Source: an optimization exercise on an open RTL-to-GDS flow (aim: small area). Production flows keep margins and buffers that such runs may drop.
Only simulation tests tie the RTL to the original design; equivalence was not proved.
Power figures rest on the tool's default switching activity, not on a simulated workload.

==> flow/config.mk <==
export PLATFORM = sky130hd
export DESIGN_NAME = top
export DESIGN_NICKNAME = top
export VERILOG_FILES = /design/flow/design.v
export SDC_FILE = /design/flow/constraint.sdc
export NUM_CORES = 4
export LEC_CHECK = 0
export CAP_MARGIN = 20
export CORE_MARGIN = 2
export CORE_UTILIZATION = 40
export SLEW_MARGIN = 20
==> flow/constraint.sdc <==
create_clock -name core_clock -period 10.0 [get_ports {clk}]
set_input_delay 2.0000 -clock core_clock [delete_from_list [all_inputs] [get_ports {clk}]]
set_output_delay 2.0000 -clock core_clock [all_outputs]
set_load 0.01 [all_outputs]
==> flow/design.v <==
module top (
    input  logic clk,
    input  logic rst,
    input  logic start_i,
    input  logic stop_i,
    input  logic split_i,
    output logic[7:0] dec_cat,
    output logic[7:0] an
);
    logic [2:0] noisy;
    logic [2:0] smp, clean;
    logic [3:0] cnt [3];
    assign noisy = {split_i, stop_i, start_i};
    genvar g;
    generate
        for (g = 0; g < 3; g++) begin : deb
            always_ff @(posedge clk) begin
                if (rst) begin
                    smp[g]   <= noisy[g];
                    clean[g] <= noisy[g];
                    cnt[g]   <= 4'd0;
                end else if (noisy[g] != smp[g]) begin
                    smp[g] <= noisy[g];
                    cnt[g] <= 4'd0;
                end else if (cnt[g] == 4'd15)
                    clean[g] <= smp[g];
                else
                    cnt[g] <= cnt[g] + 4'd1;
            end
        end
    endgenerate
    logic [1:0] bst [3];
    logic [2:0] press;
    generate
        for (g = 0; g < 3; g++) begin : btn
            always_ff @(posedge clk or posedge rst) begin
                if (rst)
                    bst[g] <= 2'd0;
                else case (bst[g])
                    2'd0:    if (clean[g])  bst[g] <= 2'd1;
                    2'd1:    if (!clean[g]) bst[g] <= 2'd2;
                    default: bst[g] <= bst[g] + 2'd1;
                endcase
            end
            assign press[g] = (bst[g] == 2'd3);
        end
    endgenerate
    logic run, split;
    always_ff @(posedge clk or posedge rst) begin
        if (rst) begin
            run   <= 1'b0;
            split <= 1'b0;
        end else if (!run) begin
            if (press[0]) run <= 1'b1;
        end else if (split) begin
            if (press[2]) split <= 1'b0;
        end else if (press[2])
            split <= 1'b1;
        else if (press[1])
            run <= 1'b0;
    end
    logic [1:0] ph;
    logic       scan_go;
    logic [5:0] c61;
    logic       blink;
    logic       tick;
    assign tick = !ph[0];
    always_ff @(posedge clk or posedge rst) begin
        if (rst) begin
            ph      <= 2'd0;
            scan_go <= 1'b0;
            c61     <= 6'd0;
            blink   <= 1'b0;
        end else begin
            ph      <= ph + 2'd1;
            scan_go <= (ph == 2'd3);
            c61     <= (c61 == 6'd60) ? 6'd0 : c61 + 6'd1;
            if (c61 == 6'd60 && !ph[0])
                blink <= !blink;
        end
    end
    logic [3:0] pre;
    logic       carry;
    always_ff @(posedge clk or posedge rst) begin
        if (rst) begin
            pre   <= 4'd0;
            carry <= 1'b0;
        end else if (tick && run) begin
            if (pre == 4'd9) begin
                pre   <= 4'd0;
                carry <= 1'b1;
            end else begin
                pre   <= pre + 4'd1;
                carry <= 1'b0;
            end
        end
    end
    logic [3:0] cs0, cs1, s0, m0, h0, h1;
    logic [2:0] s1, m1;
    logic e0, e1, e2, e3, e4, e5, e6, e7;
    assign e0 = tick && carry;
    assign e1 = e0 && (cs0 == 4'd9);
    assign e2 = e1 && (cs1 == 4'd9);
    assign e3 = e2 && (s0  == 4'd9);
    assign e4 = e3 && (s1  == 3'd5);
    assign e5 = e4 && (m0  == 4'd9);
    assign e6 = e5 && (m1  == 3'd5);
    assign e7 = e6 && (h0  == 4'd9);
    always_ff @(posedge clk or posedge rst) begin
        if (rst) begin
            cs0 <= '0; cs1 <= '0; s0 <= '0; s1 <= '0;
            m0  <= '0; m1  <= '0; h0 <= '0; h1 <= '0;
        end else begin
            if (e0) cs0 <= (cs0 == 4'd9) ? 4'd0 : cs0 + 4'd1;
            if (e1) cs1 <= (cs1 == 4'd9) ? 4'd0 : cs1 + 4'd1;
            if (e2) s0  <= (s0  == 4'd9) ? 4'd0 : s0  + 4'd1;
            if (e3) s1  <= (s1  == 3'd5) ? 3'd0 : s1  + 3'd1;
            if (e4) m0  <= (m0  == 4'd9) ? 4'd0 : m0  + 4'd1;
            if (e5) m1  <= (m1  == 3'd5) ? 3'd0 : m1  + 3'd1;
            if (e6) h0  <= (h0  == 4'd9) ? 4'd0 : h0  + 4'd1;
            if (e7) h1  <= (h1  == 4'd9) ? 4'd0 : h1  + 4'd1;
        end
    end
    logic [3:0] dcs0, dcs1, ds0, dm0, dh0, dh1;
    logic [2:0] ds1, dm1;
    always_ff @(posedge clk or posedge rst) begin
        if (rst) begin
            dcs0 <= '0; dcs1 <= '0; ds0 <= '0; ds1 <= '0;
            dm0  <= '0; dm1  <= '0; dh0 <= '0; dh1 <= '0;
        end else if (tick && !split) begin
            dcs0 <= cs0; dcs1 <= cs1; ds0 <= s0; ds1 <= s1;
            dm0  <= m0;  dm1  <= m1;  dh0 <= h0; dh1 <= h1;
        end
    end
    logic [2:0] sel;
    always_ff @(posedge clk or posedge rst) begin
        if (rst)
            sel <= 3'd0;
        else if (scan_go)
            sel <= sel + 3'd1;
    end
    logic       lit;
    logic [3:0] digit;
    logic [6:0] seg;
    assign lit = !split || blink;
    always_comb begin
        case (sel)
            3'd0:    digit = dh1;
            3'd1:    digit = dh0;
            3'd2:    digit = {1'b0, dm1};
            3'd3:    digit = dm0;
            3'd4:    digit = {1'b0, ds1};
            3'd5:    digit = ds0;
            3'd6:    digit = dcs1;
            default: digit = dcs0;
        endcase
    end
    always_comb begin
        case (digit)
            4'd0:    seg = 7'b1000000;
            4'd1:    seg = 7'b1111001;
            4'd2:    seg = 7'b0100100;
            4'd3:    seg = 7'b0110000;
            4'd4:    seg = 7'b0011001;
            4'd5:    seg = 7'b0010010;
            4'd6:    seg = 7'b0000010;
            4'd7:    seg = 7'b1111000;
            4'd8:    seg = 7'b0000000;
            4'd9:    seg = 7'b0010000;
            default: seg = 7'bxxxxxxx;
        endcase
    end
    assign dec_cat = {seg, !(lit && sel[0] && sel != 3'd7)};
    assign an      = lit ? ~(8'b1000_0000 >> sel) : 8'hFF;
endmodule
==> flow/run.sh <==
#!/bin/bash
# synth_recipe.tcl (not shown) runs the flow's synth.tcl, then flattens the netlist and writes it again
# the make line also repeats each setting of config.mk as NAME=value (left out here)
make -C /OpenROAD-flow-scripts/flow DESIGN_CONFIG=/design/flow/config.mk WORK_HOME=/design/flow/orfs CLKGATE_MAP_FILE= SYNTH_SCRIPT=/design/flow/synth_recipe.tcl finish
==> results.txt <==
==> routing by layer <==
layer / track usage, % / wire length [µm] / share of wire, % / vias to the layer above
met5: 0 / 0 / 0 / -
li1: - / - / - / 1665
met4: 3.57 / 85 / 0.89 / 0
met1: 17.9 / 4030 / 42 / 1594
met2: 27.9 / 5160 / 54 / 28
met3: 5.09 / 265 / 2.8 / 5
==> metrics by stage <==
step,total power [W],setup WS [ps]
after floorplan,0.000596,5300
after global routing,0.00102,4080
after global placement,0.000624,4890
after detailed placement,0.000635,4730
after CTS,0.000976,4340
final,0.000961,4340
==> area by class of cell <==
type,instances,area [µm²]
inverters,25,95.1
multi-input cells,324,2320
clock inverters,5,40.0
well taps,172,215
fillers,1194,6760
repair buffers,22,215
clock buffers,11,243
flip-flops and latches,104,2570
==> placed cells by master, fill, tap and decap left out, types with 4 or more instances in the layout <==
cell and n:
inv_1 24, mux2_2 36, xor2_1 13, o31ai_1 5
nor2b_1 6, nor3b_1 6, ha_1 25, nand2_1 41
o21ai_0 29, nand3_1 20, nor2_1 34, dfxtp_1 12
xnor2_1 15, nor3_1 13, and3b_1 4, a21o_1 4
mux2i_1 11, a21oi_1 6, a22o_1 4, dfrtp_1 86
edfxtp_1 6, and2_1 5, nand2b_1 9, clkdlybuf4s50_1 20
clkbuf_16 9, a31oi_1 4
==> logic make-up (layout without fill, tap and decap cells) <==
| group | after synthesis | count (layout) |
|---|---|---|
| AOI/OAI and AO/OA | 68 | 68 |
| xor gates and xnor gates | 28 | 28 |
| adders and majority gates | 25 | 25 |
| buffers and inverters | 37 | 63 |
| DFF | 104 | 104 |
| muxes | 47 | 47 |
| and+or+nand+nor | 156 | 156 |
==> worst reg2reg max path, cell delays in order (launching register included) <==
cell	delay, ps
dfrtp_1	450
and3b_1	380
and4_1	410
nand4_1	450
a211o_1	430
a22o_1	230
==> where the power goes <==
group / internal (W) / switching, W
Clock: 0.000178 / 0.000160
Combinational: 0.0000581 / 0.0000630
Sequential: 0.000464 / 0.0000381
==> path summary, 6_finish.rpt <==
check                                        start            endpoint  slack, ps  cells after the start
worst max-delay path            sel[2]$_DFFE_PP0P_          dec_cat[6]       4340                      8
worst min-delay path              c61[5]$_DFF_PP0_    c61[5]$_DFF_PP0_        480                      1
worst max register to register     ph[0]$_DFF_PP0_   h1[3]$_DFFE_PP0P_       7550                      5
worst min register to register    c61[5]$_DFF_PP0_    c61[5]$_DFF_PP0_        480                      1
max in group asynchronous                      rst  dh0[0]$_DFFE_PP0P_       6720                      3
min in group asynchronous                      rst   split$_DFFE_PP0P_       2230                      2
==> qor.yml <==
clocking:
  clk_pin_slew_ps: 70
  cts.sinks: 104
  cts_tree: "yes"
  numCtsBuffers: 9
  cts.path.max_buffers: 2
  cts-root-buf: "clkbuf_16"
  post_cts_resized: 0
  clk_latency_ps: 350
  htree_levels: 3
  cts_hold_buffers: 0
  post_cts_buffers: 0
logic_synthesis:
  synthAdderAreaFrac_pct: 6.19
  synth_largest_area_cell: "dfrtp_1"
  synth_top_family_by_area: "simple AND/OR/NAND/NOR gates"
  synthArstFlopShare_pct: 82.7
  synth_top_area_share_pct: 42.6
  avgSynthCellArea_um2: 10.9
  synth-compound-area-share_pct: 8.81
  synth_edf_count: 6
  yosysUniqueCellTypes: 52
  synth_common_cells: "86 x dfrtp_1, 41 x nand2_1, 36 x mux2_2, 35 x nor2_1, 29 x o21ai_0"
  synthCells: 465
  muxShareOfSynthArea_pct: 10.2
  synthTopCellsByArea: "dfrtp_1 43%, mux2_2 8.0%, ha_1 6.2%, dfxtp_1 4.8%, edfxtp_1 3.6%"
  synth-seq-cells: 104
  synth_nets: 495
  yosysSeqAreaShare_pct: 50.9
  synth_flop_cell: "dfrtp_1"
  yosysWarnings: 3
  synth_xor_area_share_pct: 4.85
  synth_area_um2: 5050
  synth-simple-area-share_pct: 15.9
  yosysMostFrequentCell: "dfrtp_1"
setup_path:
  cpMaxStageDelayCell: "dfrtp_1"
  crit_path_end_kind: "output port"
  path_max_fanout: 19
  cp_cell_sequence: "inv_1 -> ha_1 -> or4_4 -> a31oi_1 -> inv_1 -> ha_1 -> a211oi_1 -> clkdlybuf4s50_1"
  cp_top_family: "buffers and inverters"
  cp.arrival_ps: 3660
  setup.worst_path.start_class: "flip-flop"
  cp_num_buf_inv: 3
  crit_required_ps: 8000
  crit_type: "reg2out"
  crit_path_max_incr_delay_ps: 750
global_route:
  overflow: 0
  antenna_found_initial: 0
  grt_first_pass_wirelength_um: 16000
  track_usage_pct: 15.5
  grt_max_degree: 49
  grt_pass1_vias: 3220
layout:
  largest_reg_flops: 12
  final_util_pct: 45.8
  syn_to_final_growth_pct: 12.9
  drive_gt1_share_pct: 12.4
  postLayoutCellArea_um2: 5710
  nNetsFinal: 516
  fin_cells: 663
  largest-register: "cnt"
  reg_top3: "cnt x12, bst x6, c61 x6"
  n_antenna_cell: 0
sta:
  tns_ps: 0
  max_freq_ghz: 0.177
  rsz0062_at_grt: "false"
  clock_skew_ps: 9.24
  tightest_slew_ps: 792
  finalCriticalPeriod_ps: 5660
  slew_headroom_pct: 47.1
  setup_viol: 0
  drv_slew: 0
  hold_viol_final: 0
  hold_ws_ps: 481
  min_period_over_period_pct: 56.6
detailed_routing:
  vias: 3292
  wirelength_um: 9540
  via_per_inst: 4.97
  drtIter0Drc: 185
  drc: 0
  dr.pass1.iters: 4
  wl_per_cell_um: 14.4
  final_antenna_net_count: 0
min_path:
  hp-class: "reg2reg"
power_and_ir_drop:
  vdd_drop_max_mv: 0.169
  power.static_leakage_nw: 2.60
  p_per_area_nw_per_um2: 168
floorplanning:
  core-area_um2: 12500
  rows: 41
  dieWidth_um: 116
  io_pins: 21
  floorplan.initialDensity_pct: 40.6
  dieArea_um2: 13600
  die-height_um: 116
job:
  maxCapViolCount: 0
placement:
  io_buffer_count: 20
  hpwl_um: 6900
  dp_cells: 647
  place.gp.congestion: 0.825
  placed_area_um2: 5420
status:
  status: "finished clean"

port drivers added, routing unchanged:
The results above use ideal ports. As a check the final layout listed here was re-extracted and re-timed, cells and wires unchanged. Step 1 (the two cells are an assumption about what drives the block):
set clk [get_ports {clk}]
set_driving_cell -lib_cell sky130_fd_sc_hd__clkbuf_16 $clk
set_driving_cell -lib_cell sky130_fd_sc_hd__buf_2 [delete_from_list [all_inputs] $clk]
Step 2 moves the port delays by t, midway between the first and last clock arrival at a register: inputs arrive t later, outputs are due t later. That takes back most of the time a late clock gives input paths. Three values: ideal, step 1, step 2; two values: the first two.
t (ns): 0.388
slack for setup (ns): 4.336 / 4.298 / 4.686
latest minus earliest clock arrival (ns): 0.009 / 0.009
pins driven straight from the clock port: 1
After both steps setup and hold are still met in this run. For this run, drivers alone change the setup slack by -0.038 ns; drivers and shift together by +0.350 ns.
